From an optimization exercise on the open Yosys and OpenROAD flow, aimed at small area and a short achievable clock period; shortcuts taken in it are not production practice.
Function was checked by simulation only, so behaviour that the tests miss may differ from the original.
No activity file was given, so power comes from the tool's default toggle rates.

==> flow/design.v <==
module synchronizer(
    input  logic clk,
    input  logic rst_n,
    input  logic data_in,
    output logic data_out
    );
  logic ff_1;
  always_ff @(posedge clk) begin
    ff_1     <= rst_n & data_in;
    data_out <= rst_n & ff_1;
  end
endmodule
module edge_counter
  #( parameter W = 32 )
  ( input  logic	    clk,
    input  logic	    rst_n,
    input  logic	    gpio_in,
    input  logic        enable,
    input  logic        trig_enable,
    input  logic	    trig_in,
    output logic	    trig_out,
    input  logic	    cfg_trig_out,
    input  logic	    cfg_in_inv,
    output logic [W-1:0] d1_count,
    output logic [W-1:0] d2_count,
    output logic [W-1:0] d3_count,
    output logic [W-1:0] d1_next,    
    output logic [W-1:0] d2_next,
    output logic [W-1:0] d3_next
    );
  logic s;           
  logic act;         
  logic nz1, nz2, nz3, h3, trig_out_hold;
  logic start1, done1, done2;
  logic inc1, inc2, inc3;
  synchronizer u_synchronizer_gpio_in
    ( .clk      (clk),
      .rst_n    (rst_n),
      .data_in  (cfg_in_inv ^ gpio_in),
      .data_out (s)
     );
  assign act    = s ^ trig_enable;
  assign start1 = (trig_in & trig_enable) | s;
  assign done1  = nz1 & ~act;
  assign done2  = nz2 & act;
  assign inc1 = nz1 ? (act  & ~nz2 & ~(&d1_count)) : start1;
  assign inc2 = nz2 ? (~act & ~nz3 & ~(&d2_count)) : done1;
  assign inc3 = nz3 ? (act  & ~h3  & ~(&d3_count)) : done2;
  function automatic [W-1:0] incr(input [W-1:0] q, input logic c);
    logic [W-1:0] r;
    logic [W/4-1:0] grp;
    logic         k;
    for (int g = 0; g < W/4; g++) grp[g] = &q[g*4 +: 4];
    for (int i = 0; i < W; i++) begin
      if (i % 4 == 0) begin
        k = c;
        for (int g = 0; g < i/4; g++) k = k & grp[g];
      end
      r[i] = q[i] ^ k;
      k    = k & q[i];
    end
    incr = r;
  endfunction
  logic clear_n;
  assign clear_n = rst_n & enable;
  assign d1_next = clear_n ? incr(d1_count, inc1) : '0;
  assign d2_next = clear_n ? incr(d2_count, inc2) : '0;
  assign d3_next = clear_n ? incr(d3_count, inc3) : '0;
  always_ff @(posedge clk) begin
    d1_count      <= d1_next;
    d2_count      <= d2_next;
    d3_count      <= d3_next;
    nz1           <= clear_n & (nz1 | start1);
    nz2           <= clear_n & (nz2 | done1);
    nz3           <= clear_n & (nz3 | done2);
    h3            <= clear_n & (h3 | (nz3 & ~act));
    trig_out      <= clear_n & ~trig_out_hold &
                     ((~cfg_trig_out & ~nz1 & s) | (cfg_trig_out & nz1 & ~s));
    trig_out_hold <= clear_n & (trig_out_hold | trig_out);
  end
endmodule
module scarf_regmap_2_edge_counters
  ( input  logic	    clk,
    input  logic	    rst_n_sync,
    input  logic  [7:0] data_in,
    input  logic	    data_in_valid,
    input  logic	    data_in_finished,
    input  logic  [6:0] slave_id,
    input  logic        rnw,
    output logic  [7:0] read_data_out,
    output logic  [3:0] cfg_trig_out,
    output logic  [3:0] cfg_in_inv,
    output logic  [3:0] enable,
    output logic  [3:0] trig_enable,
    input  logic [31:0] d1_next_0,
    input  logic [31:0] d2_next_0,
    input  logic [31:0] d3_next_0,
    input  logic [31:0] d1_next_1,
    input  logic [31:0] d2_next_1,
    input  logic [31:0] d3_next_1
    );
    parameter SLAVE_ID    = 7'h03;
    parameter MAX_ADDRESS = 6'd25;
    logic [7:0]  reg0, reg1, reg0_n, reg1_n;
    logic [5:0]  address, address_n;
    logic        first_byte, first_n;
    logic [7:0]  rd_q, rd_n, byte_n;
    logic        valid_slave, vb, valid_write;
    logic [25:0] dec_a, dec_d, sel;
    assign valid_slave = (slave_id == SLAVE_ID);
    assign vb          = valid_slave && data_in_valid;
    assign valid_write = vb && (!rnw) && (!first_byte);
    always_comb begin
      first_n   = first_byte;
      address_n = address;
      if (data_in_finished) begin
        first_n = 1'b1;
      end else if (vb) begin
        first_n = 1'b0;
        if (first_byte)                  address_n = data_in[5:0];
        else if (address <= MAX_ADDRESS) address_n = address + 1'b1;
      end
    end
    assign reg0_n = !rst_n_sync ? 8'd0 : (valid_write && (address == 6'd0)) ? data_in : reg0;
    assign reg1_n = !rst_n_sync ? 8'd0 : (valid_write && (address == 6'd1)) ? data_in : reg1;
    always_comb begin
      for (int k = 0; k < 26; k++) begin
        dec_a[k] = (address == 6'(k));
        dec_d[k] = (data_in[5:0] == 6'(k));
      end
      for (int k = 0; k < 26; k++)
        sel[k] = vb ? (first_byte ? dec_d[k] : ((k == 0) ? 1'b0 : dec_a[(k == 0) ? 0 : k - 1])) : dec_a[k];
    end
    always_comb begin
      byte_n = 8'd0;
      if (sel[0]) byte_n = byte_n | reg0_n;
      if (sel[1]) byte_n = byte_n | reg1_n;
      if (sel[2]) byte_n = byte_n | d1_next_0[7:0];
      if (sel[3]) byte_n = byte_n | d1_next_0[15:8];
      if (sel[4]) byte_n = byte_n | d1_next_0[23:16];
      if (sel[5]) byte_n = byte_n | d1_next_0[31:24];
      if (sel[6]) byte_n = byte_n | d2_next_0[7:0];
      if (sel[7]) byte_n = byte_n | d2_next_0[15:8];
      if (sel[8]) byte_n = byte_n | d2_next_0[23:16];
      if (sel[9]) byte_n = byte_n | d2_next_0[31:24];
      if (sel[10]) byte_n = byte_n | d3_next_0[7:0];
      if (sel[11]) byte_n = byte_n | d3_next_0[15:8];
      if (sel[12]) byte_n = byte_n | d3_next_0[23:16];
      if (sel[13]) byte_n = byte_n | d3_next_0[31:24];
      if (sel[14]) byte_n = byte_n | d1_next_1[7:0];
      if (sel[15]) byte_n = byte_n | d1_next_1[15:8];
      if (sel[16]) byte_n = byte_n | d1_next_1[23:16];
      if (sel[17]) byte_n = byte_n | d1_next_1[31:24];
      if (sel[18]) byte_n = byte_n | d2_next_1[7:0];
      if (sel[19]) byte_n = byte_n | d2_next_1[15:8];
      if (sel[20]) byte_n = byte_n | d2_next_1[23:16];
      if (sel[21]) byte_n = byte_n | d2_next_1[31:24];
      if (sel[22]) byte_n = byte_n | d3_next_1[7:0];
      if (sel[23]) byte_n = byte_n | d3_next_1[15:8];
      if (sel[24]) byte_n = byte_n | d3_next_1[23:16];
      if (sel[25]) byte_n = byte_n | d3_next_1[31:24];
    end
    assign rd_n = first_n ? {1'b0, SLAVE_ID} : byte_n;
    always_ff @(posedge clk) begin
      first_byte <= !rst_n_sync || first_n;
      address    <= rst_n_sync ? address_n : 6'd0;
      reg0       <= reg0_n;
      reg1       <= reg1_n;
    end
    always_ff @(posedge clk, negedge rst_n_sync)
      if (~rst_n_sync) rd_q <= {1'b0, SLAVE_ID};
      else             rd_q <= rd_n;
    assign read_data_out = (valid_slave && rnw) ? rd_q : 8'd0;
    always_comb begin
      enable       = reg0[3:0];
      trig_enable  = reg0[7:4];
      cfg_in_inv   = reg1[3:0];
      cfg_trig_out = reg1[7:4];
    end
endmodule
module scarf_2_edge_counters
  ( input  logic        clk,
    input  logic        rst_n_sync,
    input  logic  [7:0] data_in,
    input  logic        data_in_valid,
    input  logic        data_in_finished,
    input  logic  [6:0] slave_id,
    input  logic        rnw,
    output logic  [7:0] read_data_out,
    input  logic        gpio_0_in,
    input  logic        gpio_1_in
    );
   parameter SLAVE_ID = 7'd03;
   logic        trig_out_0;
   logic        trig_out_1;
   logic  [3:0] cfg_trig_out;
   logic  [3:0] cfg_in_inv;
   logic  [3:0] enable;
   logic  [3:0] trig_enable;
   logic [31:0] d1_count_0, d2_count_0, d3_count_0;
   logic [31:0] d1_count_1, d2_count_1, d3_count_1;
   logic [31:0] d1_next_0, d2_next_0, d3_next_0;
   logic [31:0] d1_next_1, d2_next_1, d3_next_1;
   scarf_regmap_2_edge_counters
   # ( .SLAVE_ID( SLAVE_ID ) )
   u_scarf_regmap_4_edge_counters
     ( .clk,
       .rst_n_sync,
       .data_in,
       .data_in_valid,
       .data_in_finished,
       .slave_id,
       .rnw,
       .read_data_out,
       .cfg_trig_out,
       .cfg_in_inv,
       .enable,
       .trig_enable,
       .d1_next_0,
       .d2_next_0,
       .d3_next_0,
       .d1_next_1,
       .d2_next_1,
       .d3_next_1
      );
   edge_counter u_edge_counter_0
     ( .clk,
       .rst_n               (rst_n_sync),
       .gpio_in             (gpio_0_in),
       .enable              (enable[0]),
       .trig_enable         (trig_enable[0]),
       .trig_in             (trig_out_1),
       .trig_out            (trig_out_0),
       .cfg_trig_out        (cfg_trig_out[0]),
       .cfg_in_inv          (cfg_in_inv[0]),
       .d1_count            (d1_count_0),
       .d2_count            (d2_count_0),
       .d3_count            (d3_count_0),
       .d1_next             (d1_next_0),
       .d2_next             (d2_next_0),
       .d3_next             (d3_next_0)
       );
   edge_counter u_edge_counter_1
     ( .clk,
       .rst_n               (rst_n_sync),
       .gpio_in             (gpio_1_in),
       .enable              (enable[1]),
       .trig_enable         (trig_enable[1]),
       .trig_in             (trig_out_0),
       .trig_out            (trig_out_1),
       .cfg_trig_out        (cfg_trig_out[1]),
       .cfg_in_inv          (cfg_in_inv[1]),
       .d1_count            (d1_count_1),
       .d2_count            (d2_count_1),
       .d3_count            (d3_count_1),
       .d1_next             (d1_next_1),
       .d2_next             (d2_next_1),
       .d3_next             (d3_next_1)
       );
endmodule
export LEC_CHECK = 0
export CAP_MARGIN = 20
export CORE_MARGIN = 2
export CORE_UTILIZATION = 40
export SETUP_SLACK_MARGIN = 2.9
export SLEW_MARGIN = 20
create_clock -name core_clock -period 6.0 [get_ports {clk}]
standard.sh (not shown) runs the stock make flow with config.mk's settings and CLKGATE_MAP_FILE= SYNTH_SCRIPT=/design/flow/synth_recipe.tcl, a recipe that flattens the netlist after the stock synthesis.
==> flow/flow/run.sh <==
#!/bin/bash
# Standard layout, with slow wide OR cells and AND cells (two-stage, inverting
# inside) and the delay cells added to the don't-use list so that synthesis maps the
# read-data logic to faster gates. Each tool's output stays in orfs/logs.
set -euo pipefail
EXTRA="sky130_fd_sc_hd__clkdlybuf4s15_1 sky130_fd_sc_hd__clkdlybuf4s15_2 sky130_fd_sc_hd__clkdlybuf4s18_1 sky130_fd_sc_hd__clkdlybuf4s18_2 sky130_fd_sc_hd__clkdlybuf4s25_1 sky130_fd_sc_hd__clkdlybuf4s25_2 sky130_fd_sc_hd__clkdlybuf4s50_1 sky130_fd_sc_hd__clkdlybuf4s50_2 sky130_fd_sc_hd__dlygate4sd1_1 sky130_fd_sc_hd__dlygate4sd2_1 sky130_fd_sc_hd__dlygate4sd3_1 sky130_fd_sc_hd__dlymetal6s2s_1 sky130_fd_sc_hd__dlymetal6s4s_1 sky130_fd_sc_hd__dlymetal6s6s_1 sky130_fd_sc_hd__and4bb_1 sky130_fd_sc_hd__and4bb_2 sky130_fd_sc_hd__and4bb_4 sky130_fd_sc_hd__and4b_1 sky130_fd_sc_hd__and4b_2 sky130_fd_sc_hd__and4b_4 sky130_fd_sc_hd__and3b_1 sky130_fd_sc_hd__and3b_2 sky130_fd_sc_hd__and3b_4 sky130_fd_sc_hd__nor4bb_1 sky130_fd_sc_hd__nor4bb_2 sky130_fd_sc_hd__nor4bb_4 sky130_fd_sc_hd__nor4b_1 sky130_fd_sc_hd__nor4b_2 sky130_fd_sc_hd__nor4b_4 sky130_fd_sc_hd__nor3b_1 sky130_fd_sc_hd__nor3b_2 sky130_fd_sc_hd__nor3b_4 sky130_fd_sc_hd__and4_1 sky130_fd_sc_hd__and4_2 sky130_fd_sc_hd__and4_4 sky130_fd_sc_hd__and3_1 sky130_fd_sc_hd__and3_2 sky130_fd_sc_hd__and3_4 sky130_fd_sc_hd__or4_1 sky130_fd_sc_hd__or4_2 sky130_fd_sc_hd__or4_4 sky130_fd_sc_hd__or4b_1 sky130_fd_sc_hd__or4b_2 sky130_fd_sc_hd__or4b_4 sky130_fd_sc_hd__or4bb_1 sky130_fd_sc_hd__or4bb_2 sky130_fd_sc_hd__or4bb_4 sky130_fd_sc_hd__or3_1 sky130_fd_sc_hd__or3_2 sky130_fd_sc_hd__or3_4 sky130_fd_sc_hd__or3b_1 sky130_fd_sc_hd__or3b_2 sky130_fd_sc_hd__or3b_4"
PLATFORM_DONT_USE="sky130_fd_sc_hd__probe_p_8 sky130_fd_sc_hd__probec_p_8 sky130_fd_sc_hd__lpflow_bleeder_1 sky130_fd_sc_hd__lpflow_clkbufkapwr_1 sky130_fd_sc_hd__lpflow_clkbufkapwr_16 sky130_fd_sc_hd__lpflow_clkbufkapwr_2 sky130_fd_sc_hd__lpflow_clkbufkapwr_4 sky130_fd_sc_hd__lpflow_clkbufkapwr_8 sky130_fd_sc_hd__lpflow_clkinvkapwr_1 sky130_fd_sc_hd__lpflow_clkinvkapwr_16 sky130_fd_sc_hd__lpflow_clkinvkapwr_2 sky130_fd_sc_hd__lpflow_clkinvkapwr_4 sky130_fd_sc_hd__lpflow_clkinvkapwr_8 sky130_fd_sc_hd__lpflow_decapkapwr_12 sky130_fd_sc_hd__lpflow_decapkapwr_3 sky130_fd_sc_hd__lpflow_decapkapwr_4 sky130_fd_sc_hd__lpflow_decapkapwr_6 sky130_fd_sc_hd__lpflow_decapkapwr_8 sky130_fd_sc_hd__lpflow_inputiso0n_1 sky130_fd_sc_hd__lpflow_inputiso0p_1 sky130_fd_sc_hd__lpflow_inputiso1n_1 sky130_fd_sc_hd__lpflow_inputiso1p_1 sky130_fd_sc_hd__lpflow_inputisolatch_1 sky130_fd_sc_hd__lpflow_isobufsrc_1 sky130_fd_sc_hd__lpflow_isobufsrc_16 sky130_fd_sc_hd__lpflow_isobufsrc_2 sky130_fd_sc_hd__lpflow_isobufsrc_4 sky130_fd_sc_hd__lpflow_isobufsrc_8 sky130_fd_sc_hd__lpflow_isobufsrckapwr_16 sky130_fd_sc_hd__lpflow_lsbuf_lh_hl_isowell_tap_1 sky130_fd_sc_hd__lpflow_lsbuf_lh_hl_isowell_tap_2 sky130_fd_sc_hd__lpflow_lsbuf_lh_hl_isowell_tap_4 sky130_fd_sc_hd__lpflow_lsbuf_lh_isowell_4 sky130_fd_sc_hd__lpflow_lsbuf_lh_isowell_tap_1 sky130_fd_sc_hd__lpflow_lsbuf_lh_isowell_tap_2 sky130_fd_sc_hd__lpflow_lsbuf_lh_isowell_tap_4 "
bash standard.sh DONT_USE_CELLS="$PLATFORM_DONT_USE $EXTRA" finish > standard.log 2>&1
Then changed:
==> flow/flow/run.sh (replaced) <==
#!/bin/bash
# Standard layout, with slow wide OR cells (and for some versions other
# stacked cells) added to the don't-use list so that synthesis maps the
# read-data logic to faster gates. Each tool's output stays in orfs/logs.
set -euo pipefail
EXTRA=" sky130_fd_sc_hd__or4_1 sky130_fd_sc_hd__or4_2 sky130_fd_sc_hd__or4_4 sky130_fd_sc_hd__or4b_1 sky130_fd_sc_hd__or4b_2 sky130_fd_sc_hd__or4b_4 sky130_fd_sc_hd__or4bb_1 sky130_fd_sc_hd__or4bb_2 sky130_fd_sc_hd__or4bb_4 sky130_fd_sc_hd__or3_1 sky130_fd_sc_hd__or3_2 sky130_fd_sc_hd__or3_4 sky130_fd_sc_hd__or3b_1 sky130_fd_sc_hd__or3b_2 sky130_fd_sc_hd__or3b_4"
PLATFORM_DONT_USE="sky130_fd_sc_hd__probe_p_8 sky130_fd_sc_hd__probec_p_8 sky130_fd_sc_hd__lpflow_bleeder_1 sky130_fd_sc_hd__lpflow_clkbufkapwr_1 sky130_fd_sc_hd__lpflow_clkbufkapwr_16 sky130_fd_sc_hd__lpflow_clkbufkapwr_2 sky130_fd_sc_hd__lpflow_clkbufkapwr_4 sky130_fd_sc_hd__lpflow_clkbufkapwr_8 sky130_fd_sc_hd__lpflow_clkinvkapwr_1 sky130_fd_sc_hd__lpflow_clkinvkapwr_16 sky130_fd_sc_hd__lpflow_clkinvkapwr_2 sky130_fd_sc_hd__lpflow_clkinvkapwr_4 sky130_fd_sc_hd__lpflow_clkinvkapwr_8 sky130_fd_sc_hd__lpflow_decapkapwr_12 sky130_fd_sc_hd__lpflow_decapkapwr_3 sky130_fd_sc_hd__lpflow_decapkapwr_4 sky130_fd_sc_hd__lpflow_decapkapwr_6 sky130_fd_sc_hd__lpflow_decapkapwr_8 sky130_fd_sc_hd__lpflow_inputiso0n_1 sky130_fd_sc_hd__lpflow_inputiso0p_1 sky130_fd_sc_hd__lpflow_inputiso1n_1 sky130_fd_sc_hd__lpflow_inputiso1p_1 sky130_fd_sc_hd__lpflow_inputisolatch_1 sky130_fd_sc_hd__lpflow_isobufsrc_1 sky130_fd_sc_hd__lpflow_isobufsrc_16 sky130_fd_sc_hd__lpflow_isobufsrc_2 sky130_fd_sc_hd__lpflow_isobufsrc_4 sky130_fd_sc_hd__lpflow_isobufsrc_8 sky130_fd_sc_hd__lpflow_isobufsrckapwr_16 sky130_fd_sc_hd__lpflow_lsbuf_lh_hl_isowell_tap_1 sky130_fd_sc_hd__lpflow_lsbuf_lh_hl_isowell_tap_2 sky130_fd_sc_hd__lpflow_lsbuf_lh_hl_isowell_tap_4 sky130_fd_sc_hd__lpflow_lsbuf_lh_isowell_4 sky130_fd_sc_hd__lpflow_lsbuf_lh_isowell_tap_1 sky130_fd_sc_hd__lpflow_lsbuf_lh_isowell_tap_2 sky130_fd_sc_hd__lpflow_lsbuf_lh_isowell_tap_4 "
bash standard.sh DONT_USE_CELLS="$PLATFORM_DONT_USE $EXTRA" finish > standard.log 2>&1
Result: The new run finished clean. Global-route usage hardly moves. Cell count falls by 4.1%. Clock power falls by about 3%.
Then changed:
==> flow/flow/run.sh (replaced) <==
#!/bin/bash
# Standard layout, with slow wide OR cells and AND cells (two-stage, inverting
# inside) added to the don't-use list so that synthesis maps the
# read-data logic to faster gates. Every port still gets a buffer, as in the
# standard flow, but a plain buf_8 rather than the resizer's pick (a slow
# delay cell here). Each tool's output stays in orfs/logs.
set -euo pipefail
EXTRA="sky130_fd_sc_hd__and4bb_1 sky130_fd_sc_hd__and4bb_2 sky130_fd_sc_hd__and4bb_4 sky130_fd_sc_hd__and4b_1 sky130_fd_sc_hd__and4b_2 sky130_fd_sc_hd__and4b_4 sky130_fd_sc_hd__and3b_1 sky130_fd_sc_hd__and3b_2 sky130_fd_sc_hd__and3b_4 sky130_fd_sc_hd__nor4bb_1 sky130_fd_sc_hd__nor4bb_2 sky130_fd_sc_hd__nor4bb_4 sky130_fd_sc_hd__nor4b_1 sky130_fd_sc_hd__nor4b_2 sky130_fd_sc_hd__nor4b_4 sky130_fd_sc_hd__nor3b_1 sky130_fd_sc_hd__nor3b_2 sky130_fd_sc_hd__nor3b_4 sky130_fd_sc_hd__and4_1 sky130_fd_sc_hd__and4_2 sky130_fd_sc_hd__and4_4 sky130_fd_sc_hd__and3_1 sky130_fd_sc_hd__and3_2 sky130_fd_sc_hd__and3_4 sky130_fd_sc_hd__or4_1 sky130_fd_sc_hd__or4_2 sky130_fd_sc_hd__or4_4 sky130_fd_sc_hd__or4b_1 sky130_fd_sc_hd__or4b_2 sky130_fd_sc_hd__or4b_4 sky130_fd_sc_hd__or4bb_1 sky130_fd_sc_hd__or4bb_2 sky130_fd_sc_hd__or4bb_4 sky130_fd_sc_hd__or3_1 sky130_fd_sc_hd__or3_2 sky130_fd_sc_hd__or3_4 sky130_fd_sc_hd__or3b_1 sky130_fd_sc_hd__or3b_2 sky130_fd_sc_hd__or3b_4"
PLATFORM_DONT_USE="sky130_fd_sc_hd__probe_p_8 sky130_fd_sc_hd__probec_p_8 sky130_fd_sc_hd__lpflow_bleeder_1 sky130_fd_sc_hd__lpflow_clkbufkapwr_1 sky130_fd_sc_hd__lpflow_clkbufkapwr_16 sky130_fd_sc_hd__lpflow_clkbufkapwr_2 sky130_fd_sc_hd__lpflow_clkbufkapwr_4 sky130_fd_sc_hd__lpflow_clkbufkapwr_8 sky130_fd_sc_hd__lpflow_clkinvkapwr_1 sky130_fd_sc_hd__lpflow_clkinvkapwr_16 sky130_fd_sc_hd__lpflow_clkinvkapwr_2 sky130_fd_sc_hd__lpflow_clkinvkapwr_4 sky130_fd_sc_hd__lpflow_clkinvkapwr_8 sky130_fd_sc_hd__lpflow_decapkapwr_12 sky130_fd_sc_hd__lpflow_decapkapwr_3 sky130_fd_sc_hd__lpflow_decapkapwr_4 sky130_fd_sc_hd__lpflow_decapkapwr_6 sky130_fd_sc_hd__lpflow_decapkapwr_8 sky130_fd_sc_hd__lpflow_inputiso0n_1 sky130_fd_sc_hd__lpflow_inputiso0p_1 sky130_fd_sc_hd__lpflow_inputiso1n_1 sky130_fd_sc_hd__lpflow_inputiso1p_1 sky130_fd_sc_hd__lpflow_inputisolatch_1 sky130_fd_sc_hd__lpflow_isobufsrc_1 sky130_fd_sc_hd__lpflow_isobufsrc_16 sky130_fd_sc_hd__lpflow_isobufsrc_2 sky130_fd_sc_hd__lpflow_isobufsrc_4 sky130_fd_sc_hd__lpflow_isobufsrc_8 sky130_fd_sc_hd__lpflow_isobufsrckapwr_16 sky130_fd_sc_hd__lpflow_lsbuf_lh_hl_isowell_tap_1 sky130_fd_sc_hd__lpflow_lsbuf_lh_hl_isowell_tap_2 sky130_fd_sc_hd__lpflow_lsbuf_lh_hl_isowell_tap_4 sky130_fd_sc_hd__lpflow_lsbuf_lh_isowell_4 sky130_fd_sc_hd__lpflow_lsbuf_lh_isowell_tap_1 sky130_fd_sc_hd__lpflow_lsbuf_lh_isowell_tap_2 sky130_fd_sc_hd__lpflow_lsbuf_lh_isowell_tap_4 "
bash standard.sh DONT_USE_CELLS="$PLATFORM_DONT_USE $EXTRA" BUFFER_PORTS_ARGS="-buffer_cell sky130_fd_sc_hd__buf_8" finish > standard.log 2>&1
--- a/flow/config.mk
+++ b/flow/config.mk
@@ -9,4 +9,8 @@
 export CORE_MARGIN = 2
 export CORE_UTILIZATION = 40
+export CTS_BUF_LIST = sky130_fd_sc_hd__clkbuf_8
+export CTS_CLUSTER_DIAMETER = 50
+export CTS_CLUSTER_SIZE = 24
 export SETUP_SLACK_MARGIN = 2.9
 export SLEW_MARGIN = 20
+export TNS_END_PERCENT = 5
After rerunning:
- global-route usage fell by 1.6 points
- design area fell by 12%
- worst setup slack is better by 0.081 ns
- sequential share of layout area rose by 3.7 points
- power fell by 12%
Then changed:
==> flow/flow/run.sh (replaced) <==
#!/bin/bash
# Standard layout, with slow wide OR cells and AND cells (two-stage, inverting
# inside) added to the don't-use list so that synthesis maps the
# read-data logic to faster gates. Each tool's output stays in orfs/logs.
set -euo pipefail
EXTRA="sky130_fd_sc_hd__and4bb_1 sky130_fd_sc_hd__and4bb_2 sky130_fd_sc_hd__and4bb_4 sky130_fd_sc_hd__and4b_1 sky130_fd_sc_hd__and4b_2 sky130_fd_sc_hd__and4b_4 sky130_fd_sc_hd__and3b_1 sky130_fd_sc_hd__and3b_2 sky130_fd_sc_hd__and3b_4 sky130_fd_sc_hd__nor4bb_1 sky130_fd_sc_hd__nor4bb_2 sky130_fd_sc_hd__nor4bb_4 sky130_fd_sc_hd__nor4b_1 sky130_fd_sc_hd__nor4b_2 sky130_fd_sc_hd__nor4b_4 sky130_fd_sc_hd__nor3b_1 sky130_fd_sc_hd__nor3b_2 sky130_fd_sc_hd__nor3b_4 sky130_fd_sc_hd__and4_1 sky130_fd_sc_hd__and4_2 sky130_fd_sc_hd__and4_4 sky130_fd_sc_hd__and3_1 sky130_fd_sc_hd__and3_2 sky130_fd_sc_hd__and3_4 sky130_fd_sc_hd__or4_1 sky130_fd_sc_hd__or4_2 sky130_fd_sc_hd__or4_4 sky130_fd_sc_hd__or4b_1 sky130_fd_sc_hd__or4b_2 sky130_fd_sc_hd__or4b_4 sky130_fd_sc_hd__or4bb_1 sky130_fd_sc_hd__or4bb_2 sky130_fd_sc_hd__or4bb_4 sky130_fd_sc_hd__or3_1 sky130_fd_sc_hd__or3_2 sky130_fd_sc_hd__or3_4 sky130_fd_sc_hd__or3b_1 sky130_fd_sc_hd__or3b_2 sky130_fd_sc_hd__or3b_4"
PLATFORM_DONT_USE="sky130_fd_sc_hd__probe_p_8 sky130_fd_sc_hd__probec_p_8 sky130_fd_sc_hd__lpflow_bleeder_1 sky130_fd_sc_hd__lpflow_clkbufkapwr_1 sky130_fd_sc_hd__lpflow_clkbufkapwr_16 sky130_fd_sc_hd__lpflow_clkbufkapwr_2 sky130_fd_sc_hd__lpflow_clkbufkapwr_4 sky130_fd_sc_hd__lpflow_clkbufkapwr_8 sky130_fd_sc_hd__lpflow_clkinvkapwr_1 sky130_fd_sc_hd__lpflow_clkinvkapwr_16 sky130_fd_sc_hd__lpflow_clkinvkapwr_2 sky130_fd_sc_hd__lpflow_clkinvkapwr_4 sky130_fd_sc_hd__lpflow_clkinvkapwr_8 sky130_fd_sc_hd__lpflow_decapkapwr_12 sky130_fd_sc_hd__lpflow_decapkapwr_3 sky130_fd_sc_hd__lpflow_decapkapwr_4 sky130_fd_sc_hd__lpflow_decapkapwr_6 sky130_fd_sc_hd__lpflow_decapkapwr_8 sky130_fd_sc_hd__lpflow_inputiso0n_1 sky130_fd_sc_hd__lpflow_inputiso0p_1 sky130_fd_sc_hd__lpflow_inputiso1n_1 sky130_fd_sc_hd__lpflow_inputiso1p_1 sky130_fd_sc_hd__lpflow_inputisolatch_1 sky130_fd_sc_hd__lpflow_isobufsrc_1 sky130_fd_sc_hd__lpflow_isobufsrc_16 sky130_fd_sc_hd__lpflow_isobufsrc_2 sky130_fd_sc_hd__lpflow_isobufsrc_4 sky130_fd_sc_hd__lpflow_isobufsrc_8 sky130_fd_sc_hd__lpflow_isobufsrckapwr_16 sky130_fd_sc_hd__lpflow_lsbuf_lh_hl_isowell_tap_1 sky130_fd_sc_hd__lpflow_lsbuf_lh_hl_isowell_tap_2 sky130_fd_sc_hd__lpflow_lsbuf_lh_hl_isowell_tap_4 sky130_fd_sc_hd__lpflow_lsbuf_lh_isowell_4 sky130_fd_sc_hd__lpflow_lsbuf_lh_isowell_tap_1 sky130_fd_sc_hd__lpflow_lsbuf_lh_isowell_tap_2 sky130_fd_sc_hd__lpflow_lsbuf_lh_isowell_tap_4 "
bash standard.sh DONT_USE_CELLS="$PLATFORM_DONT_USE $EXTRA" finish > standard.log 2>&1
--- a/flow/config.mk
+++ b/flow/config.mk
@@ -9,8 +9,5 @@
 export CORE_MARGIN = 2
 export CORE_UTILIZATION = 40
-export CTS_BUF_LIST = sky130_fd_sc_hd__clkbuf_8
-export CTS_CLUSTER_DIAMETER = 50
-export CTS_CLUSTER_SIZE = 24
-export SETUP_SLACK_MARGIN = 2.9
+export SETUP_SLACK_MARGIN = 3.3
 export SLEW_MARGIN = 20
 export TNS_END_PERCENT = 5
The changed run passed the timing, design-rule and antenna checks.
Sequential cell count does not change.
Die area stays the same.
Utilization goes up by 0.93 points.
Via count barely changes.
Critical path depth decreases by 7.
Then changed:
--- a/flow/config.mk
+++ b/flow/config.mk
@@ -9,5 +9,9 @@
 export CORE_MARGIN = 2
 export CORE_UTILIZATION = 40
-export SETUP_SLACK_MARGIN = 3.3
+export CTS_BUF_LIST = sky130_fd_sc_hd__clkbuf_8
+export CTS_CLUSTER_DIAMETER = 50
+export CTS_CLUSTER_SIZE = 24
+export GPL_ROUTABILITY_DRIVEN = 0
+export SETUP_SLACK_MARGIN = 2.9
 export SLEW_MARGIN = 20
 export TNS_END_PERCENT = 5
What happened: The new run finished clean. Power is lower by 13%. Clock skew barely changes. Clock-buffer cell count is lower by 3. Global-route usage is lower by 1.2 points. Setup slack gets worse by 0.077 ns. Wire length is lower by 6.6%. Core utilization is lower by 2.0 points. Design area is lower by 4.2%. Clock power is lower by 25%. Critical path depth does not change. Cell count is unchanged.

-- separate check: timing with driven ports --
How much do the figures lean on ideal ports? The routed layouts below were timed once more, with nothing changed but the port constraints. Step 1, drivers: a clkbuf_16 drives clk and a buf_2 each remaining input, both assumed. Step 2, shift: input delay + t, output delay - t, t = (earliest + latest rising clock arrival at the registers) / 2. This alone moves slack from input paths to output paths. Three values: no drivers, after step 1, after step 2; two values: the first two.
| run | t (ns) | setup WS [ns] | worst slew at a driven data input, ns |
|---|---|---|---|
| the first run | 0.586 | 2.487 / 2.448 / 2.183 | 0.05 |
| the second run | 0.598 | 2.404 / 2.372 / 2.135 | 0.04 |
| the third run | 0.639 | 2.485 / 2.485 / 1.953 | 0.06 |
| the fourth run | 0.605 | 2.553 / 2.513 / 1.978 | 0.05 |
| the fifth run | 0.643 | 2.475 / 2.495 / 1.852 | 0.05 |
After both steps setup and hold are still met in every run listed. The setup slack of the fifth run, which loses most, moves by +0.020 ns with the drivers and by -0.623 ns with both steps.
